Source: an optimization exercise on an open RTL-to-GDS flow (aim: small area). Production flows keep margins and buffers that such runs may drop. Function was checked by simulation only, so behaviour that the tests miss may differ from the original. Power figures rest on the tool's default switching activity, not on a simulated workload.

==> flow/design.v (excerpt) <==
module MIPS_Processor (
    output    wire       [31:0]      PC_M,
    output    wire       [31:0]      ALU_OUT_M,
    output    wire       [31:0]      writeData_M,
    output    wire                   MemWrite_M,
    input     wire       [31:0]      Instr_M, RD_M,
    input     wire                   clk_M, rst_M
);
Size in the first run: about 1100 flip-flops, about 55000 um2 of cells after synthesis.
Settings: LEC_CHECK=0, CAP_MARGIN=10, CORE_MARGIN=2, CORE_UTILIZATION=50, SETUP_SLACK_MARGIN=0.2, SLEW_MARGIN=10, SYNTH_HIERARCHICAL=1, SYNTH_MINIMUM_KEEP_SIZE=0, BUFFER_PORTS_ARGS=-buffer_cell sky130_fd_sc_hd__buf_1, CTS_ARGS=-sink_clustering_enable -repair_clock_nets -dont_use_dummy_load -buf_list sky130_fd_sc_hd__clkbuf_16 -sink_clustering_size 24 -sink_clustering_max_diameter 100; clock period 18.0 ns.
standard.sh (not shown) runs the stock make flow with config.mk's settings and CLKGATE_MAP_FILE= SYNTH_SCRIPT=/design/flow/synth_recipe.tcl, a recipe that flattens the netlist after the stock synthesis.
==> flow/flow/run.sh <==
#!/bin/bash
# Layout flow: the standard flow (standard.sh) with two changes to how
# the layout is made:
#  - port buffers are the smallest buffer, sky130_fd_sc_hd__buf_1,
#  - clock tree synthesis inserts no dummy loads and clusters up to 24
#    flip-flops (within 100 um) on each clkbuf_16 leaf buffer.
# Each tool's output is in the ORFS logs under orfs/logs; standard.sh's own
# output is in standard.log.
set -e
cat >> config.mk <<'X'
export BUFFER_PORTS_ARGS = -buffer_cell sky130_fd_sc_hd__buf_1
export CTS_ARGS = -sink_clustering_enable -repair_clock_nets -dont_use_dummy_load -buf_list sky130_fd_sc_hd__clkbuf_16 -sink_clustering_size 24 -sink_clustering_max_diameter 100
X
mkdir -p my_inputs
cp standard.sh synth_recipe.tcl config.mk constraint.sdc my_inputs/ 2>/dev/null || true
bash standard.sh > standard.log 2>&1
Then changed:
==> flow/flow/run.sh (replaced) <==
#!/bin/bash
# Layout flow: the standard flow (standard.sh) with three changes to how
# the layout is made:
#  - port buffers are the smallest buffer, sky130_fd_sc_hd__buf_1,
#  - clock tree synthesis inserts no dummy loads,
#  - after global routing, gates off the critical paths are downsized
#    (repair_timing -recover_power).
# Each tool's output is in the ORFS logs under orfs/logs; standard.sh's own
# output is in standard.log.
set -e
cat >> config.mk <<'X'
export BUFFER_PORTS_ARGS = -buffer_cell sky130_fd_sc_hd__buf_1
export CTS_ARGS = -sink_clustering_enable -repair_clock_nets -dont_use_dummy_load
export RECOVER_POWER = 100
X
mkdir -p my_inputs
cp standard.sh synth_recipe.tcl config.mk constraint.sdc my_inputs/ 2>/dev/null || true
bash standard.sh > standard.log 2>&1
Settings changed: CAP_MARGIN 10 to 20, CTS_ARGS -sink_clustering_enable -repair_clock_nets -dont_use_dummy_load -buf_list sky130_fd_sc_hd__clkbuf_16 -sink_clustering_size 24 -sink_clustering_max_diameter 100 to -sink_clustering_enable -repair_clock_nets -dont_use_dummy_load, RECOVER_POWER from default to 100, SETUP_SLACK_MARGIN 0.2 to default, SLEW_MARGIN 10 to 20.
Effect: Now the flow completed and failed the layout checks on capacitance limit, slew limit, setup timing. Design area goes up by 2.0%. Worst setup slack degrades by 0.41 ns. Wire length goes up by 0.90%. Power goes up by 11%. Non-clock buffer count is unchanged. Flip-flop and latch count does not change. Clock power goes up by 54%. Register-to-register slack stays flat. Global-route usage goes up by 0.39 points. Combinational power stays flat.

---

Another version of the RTL of MIPS_Processor (not shown whole).
Size: about 4700 cells after synthesis, roughly 1100 flip-flops, ~160 I/O pins, roughly 55000 sq um of cells after synthesis.
==> flow/config.mk <==
export PLATFORM = sky130hd
export DESIGN_NAME = MIPS_Processor
export DESIGN_NICKNAME = MIPS_Processor
export VERILOG_FILES = /design/flow/design.v
export SDC_FILE = /design/flow/constraint.sdc
export NUM_CORES = 4
export LEC_CHECK = 0
export CAP_MARGIN = 20
export CORE_MARGIN = 2
export CORE_UTILIZATION = 50
export SETUP_SLACK_MARGIN = 0.2
export SLEW_MARGIN = 20
export SYNTH_HIERARCHICAL = 1
export SYNTH_MINIMUM_KEEP_SIZE = 0
export BUFFER_PORTS_ARGS = -buffer_cell sky130_fd_sc_hd__buf_1
export CTS_ARGS = -sink_clustering_enable -repair_clock_nets -dont_use_dummy_load -buf_list sky130_fd_sc_hd__clkbuf_16 -sink_clustering_size 24 -sink_clustering_max_diameter 100
==> flow/constraint.sdc <==
create_clock -name core_clock -period 18.0 [get_ports {clk_M}]
set_input_delay 3.6000 -clock core_clock [delete_from_list [all_inputs] [get_ports {clk_M}]]
set_output_delay 3.6000 -clock core_clock [all_outputs]
set_load 0.01 [all_outputs]
==> flow/flow/run.sh <==
#!/bin/bash
# Layout flow: the standard flow (standard.sh) with two changes to how
# the layout is made:
#  - port buffers are the smallest buffer, sky130_fd_sc_hd__buf_1,
#  - clock tree synthesis inserts no dummy loads and clusters up to 24
#    flip-flops (within 100 um) on each clkbuf_16 leaf buffer.
# Each tool's output is in the ORFS logs under orfs/logs; standard.sh's own
# output is in standard.log.
set -e
cat >> config.mk <<'X'
export BUFFER_PORTS_ARGS = -buffer_cell sky130_fd_sc_hd__buf_1
export CTS_ARGS = -sink_clustering_enable -repair_clock_nets -dont_use_dummy_load -buf_list sky130_fd_sc_hd__clkbuf_16 -sink_clustering_size 24 -sink_clustering_max_diameter 100
X
mkdir -p my_inputs
cp standard.sh synth_recipe.tcl config.mk constraint.sdc my_inputs/ 2>/dev/null || true
bash standard.sh > standard.log 2>&1
Edit:
==> flow/flow/run.sh (replaced) <==
#!/bin/bash
# Layout flow: the standard flow (standard.sh) with two changes to how
# the layout is made:
#  - port buffers are the smallest buffer, sky130_fd_sc_hd__buf_1,
#  - clock tree synthesis inserts no dummy loads and clusters up to 28
#    flip-flops (within 90 um) on each clkbuf_16 leaf buffer.
# Each tool's output is in the ORFS logs under orfs/logs; standard.sh's own
# output is in standard.log.
set -e
cat >> config.mk <<'X'
export BUFFER_PORTS_ARGS = -buffer_cell sky130_fd_sc_hd__buf_1
export CTS_ARGS = -sink_clustering_enable -repair_clock_nets -dont_use_dummy_load -buf_list sky130_fd_sc_hd__clkbuf_16 -sink_clustering_size 28 -sink_clustering_max_diameter 90
X
mkdir -p my_inputs
cp standard.sh synth_recipe.tcl config.mk constraint.sdc my_inputs/ 2>/dev/null || true
bash standard.sh > standard.log 2>&1
- CTS_ARGS: -sink_clustering_enable -repair_clock_nets -dont_use_dummy_load -buf_list sky130_fd_sc_hd__clkbuf_16 -sink_clustering_size 24 -sink_clustering_max_diameter 100 -> -sink_clustering_enable -repair_clock_nets -dont_use_dummy_load -buf_list sky130_fd_sc_hd__clkbuf_16 -sink_clustering_size 28 -sink_clustering_max_diameter 90
Effect:
- The changed run completed without violations
- core utilization hardly moves
- worst setup slack gets worse by 0.011 ns
- final cell count is about the same
- die area does not change
- total power fell slightly
- global-route usage hardly moves
- combinational power hardly moves
- design area barely changes
- hold slack is about the same

[re-timing with driven ports]
In the flow no input, the clock included, has a driving cell. The finished layouts below were timed again as built, in two steps.
Step 1: set_driving_cell puts a clkbuf_16 on clk_M and a buf_2 on each other input, an assumption about the parent block.
Step 2 adds t to the input delays and takes it off the output delays; t is the mean of the earliest and latest rising clock arrival at the registers after step 1. Input paths then give back, and output paths get back, about the clock's delay inside the block.
Three values: ideal ports, drivers, drivers and shift; two values: the first two.
run | t (ns) | slack for setup (ns) | latest minus earliest clock arrival (ns) | worst data-port slew with drivers (ns) | cell pins on the clock port's net
the first run of note 1 | 0.750 | 0.389 / 0.362 / 0.362 | 0.057 / 0.057 | 0.08 | 1
the second run of note 1 | 0.775 | -0.023 / -0.055 / -0.055 | 0.099 / 0.100 | 0.08 | 1
the first run of note 2 | 0.748 | 0.446 / 0.413 / 0.413 | 0.107 / 0.107 | 0.06 | 1
the second run of note 2 | 0.729 | 0.435 / 0.402 / 0.402 | 0.156 / 0.157 | 0.06 | 1
